This is an optimization exercise on Yosys and OpenROAD, whose aim is small area and few clock cycles per item, not a production implementation.
Only simulation tests tie the RTL to the original design; equivalence was not proved.

==> flow/design.v (excerpt) <==
module axi_ram
(
    input  wire                   clk,
    input  wire                   rst,
    input  wire [8-1:0]    s_axi_awid,
    input  wire [8-1:0]  s_axi_awaddr,
    input  wire [7:0]             s_axi_awlen,
    input  wire [2:0]             s_axi_awsize,
    input  wire [1:0]             s_axi_awburst,
    input  wire                   s_axi_awlock,
    input  wire [3:0]             s_axi_awcache,
    input  wire [2:0]             s_axi_awprot,
    input  wire                   s_axi_awvalid,
    output wire                   s_axi_awready,
    input  wire [32-1:0]  s_axi_wdata,
    input  wire [4-1:0]  s_axi_wstrb,
    input  wire                   s_axi_wlast,
    input  wire                   s_axi_wvalid,
    output wire                   s_axi_wready,
    output wire [8-1:0]    s_axi_bid,
    output wire [1:0]             s_axi_bresp,
    output wire                   s_axi_bvalid,
    input  wire                   s_axi_bready,
    input  wire [8-1:0]    s_axi_arid,
    input  wire [8-1:0]  s_axi_araddr,
    input  wire [7:0]             s_axi_arlen,
    input  wire [2:0]             s_axi_arsize,
    input  wire [1:0]             s_axi_arburst,
    input  wire                   s_axi_arlock,
    input  wire [3:0]             s_axi_arcache,
    input  wire [2:0]             s_axi_arprot,
    input  wire                   s_axi_arvalid,
    output wire                   s_axi_arready,
    output wire [8-1:0]    s_axi_rid,
    output wire [32-1:0]  s_axi_rdata,
    output wire [1:0]             s_axi_rresp,
    output wire                   s_axi_rlast,
    output wire                   s_axi_rvalid,
    input  wire                   s_axi_rready
);
Size in the first run: ~4500 cells after synthesis, roughly 2200 flip-flops.
clock: 5.0 ns
lec_check: 0
cap_margin: 20
core_margin: 2
core_utilization: 40
cts_cluster_diameter: 150
cts_cluster_size: 28
gpl_timing_driven: 0
setup_slack_margin: 0.4
slew_margin: 20
standard.sh (not shown) runs the stock make flow with config.mk's settings and CLKGATE_MAP_FILE= SYNTH_SCRIPT=/design/flow/synth_recipe.tcl, a recipe that flattens the netlist after the stock synthesis.
==> flow/flow/run.sh <==
#!/bin/bash
# The standard layout, with a plain buffer (not a delay cell) on every port.
set -euo pipefail
export BUFFER_PORTS_ARGS="-buffer_cell sky130_fd_sc_hd__buf_1"
bash standard.sh > standard.log 2>&1
Testbench counts at the start, summed over its fixed seeds: cycles 4,720, beats 6,951.
==> next run, changes <==
==> flow/run.sh (new file) <==
#!/bin/bash
# synth_recipe.tcl (not shown) runs the flow's synth.tcl, then flattens the netlist and writes it again
# the make line also repeats each setting of config.mk as NAME=value (left out here)
make -C /OpenROAD-flow-scripts/flow DESIGN_CONFIG=/design/flow/config.mk WORK_HOME=/design/flow/orfs CLKGATE_MAP_FILE= SYNTH_SCRIPT=/design/flow/synth_recipe.tcl finish
CTS_CLUSTER_DIAMETER = 120   (was 150)
CTS_CLUSTER_SIZE = 20   (was 28)
removed: flow/flow/run.sh
removed: flow/standard.sh
After rerunning: The changed run finished with timing, DRC and antenna clean. First-iteration DRC count barely changes. Design area goes up by 2.3%. Flip-flop and latch count is unchanged. Hold slack improved by 170 ps. Synthesized area does not change. Utilization goes up by 1.0 points. Global-route usage goes up by 0.21 points. Fmax hardly moves. Worst setup slack got worse by 13 ps.

Setup of run Y:
axi_ram again, from the RTL that the note above started with.
make LEC_CHECK=0 CAP_MARGIN=20 CORE_MARGIN=2 CORE_UTILIZATION=40 CTS_CLUSTER_DIAMETER=150 CTS_CLUSTER_SIZE=24 GPL_TIMING_DRIVEN=0 SETUP_SLACK_MARGIN=0.4 SLEW_MARGIN=20 finish   # period 5.0 ns
run.sh (not shown) runs the stock make flow with config.mk's settings and CLKGATE_MAP_FILE= SYNTH_SCRIPT=/design/flow/synth_recipe.tcl, a recipe that flattens the netlist after the stock synthesis.
Stock flow here: none of the scripts above is used.
Testbench counts of run Y, summed over its fixed seeds: cycles 4,720, beats 6,951.
Here is what was changed in the inputs of run K compared with run Y.
==> flow/flow/run.sh (new file) <==
#!/bin/bash
# The standard layout, with a plain buffer (not a delay cell) on every port.
set -euo pipefail
export BUFFER_PORTS_ARGS="-buffer_cell sky130_fd_sc_hd__buf_2"
bash standard.sh > standard.log 2>&1
==> flow/standard.sh (new file) <==
#!/bin/bash
# synth_recipe.tcl (not shown) runs the flow's synth.tcl, then flattens the netlist and writes it again
# the make line also repeats each setting of config.mk as NAME=value (left out here)
make -C /OpenROAD-flow-scripts/flow DESIGN_CONFIG=/design/flow/config.mk WORK_HOME=/design/flow/orfs CLKGATE_MAP_FILE= SYNTH_SCRIPT=/design/flow/synth_recipe.tcl "${@:-finish}"
diff --git a/flow/config.mk b/flow/config.mk
--- a/flow/config.mk
+++ b/flow/config.mk
@@ -8,5 +8,5 @@
 export CAP_MARGIN = 20
 export CORE_MARGIN = 2
-export CORE_UTILIZATION = 40
+export CORE_UTILIZATION = 50
 export CTS_CLUSTER_DIAMETER = 150
 export CTS_CLUSTER_SIZE = 24
removed: flow/run.sh
Notes after the runs:
- Summary of run K over run Y: final instance area fell about 1%; share of final-layout standard cells stronger than drive strength 1 climbed 5.5 points.
- Looking at achievable frequency, run K sits 3.8 MHz below run Y.

static timing again, ports no longer ideal:
No port has a modelled driver above. Below, the same layouts with a new extraction and two added sets of constraints. Step 1 assumes that a clkbuf_16 drives the clock port and a buf_2 every other input. Step 2 moves the port delays by t, midway between the first and last clock arrival at a register: inputs arrive t later, outputs are due t later. That takes back most of the time a late clock gives input paths. Slacks: ideal ports / drivers / drivers and shift; pairs: ideal ports / drivers.
run | t, ns | setup slack, ns | hold WS [ns] | clock arrival spread, ns
the first run of note 1 | 0.846 | 0.254 / 0.254 / -0.374 | 0.315 / 0.250 / 0.498 | 0.054 / 0.054
the second run of note 1 | 0.875 | 0.241 / 0.291 / -0.584 | 0.483 / 0.483 / 0.483 | 0.068 / 0.068
run Y | 0.868 | 0.363 / 0.363 / -0.451 | 0.487 / 0.487 / 0.487 | 0.079 / 0.078
run K | 0.847 | 0.280 / 0.280 / -0.372 | 0.326 / 0.260 / 0.500 | 0.052 / 0.051
With both steps, setup timing fails in every run listed, where it was met with ideal ports. The setup slack of the second run of note 1, which loses most, moves by +0.050 ns with the drivers and by -0.825 ns with both steps.
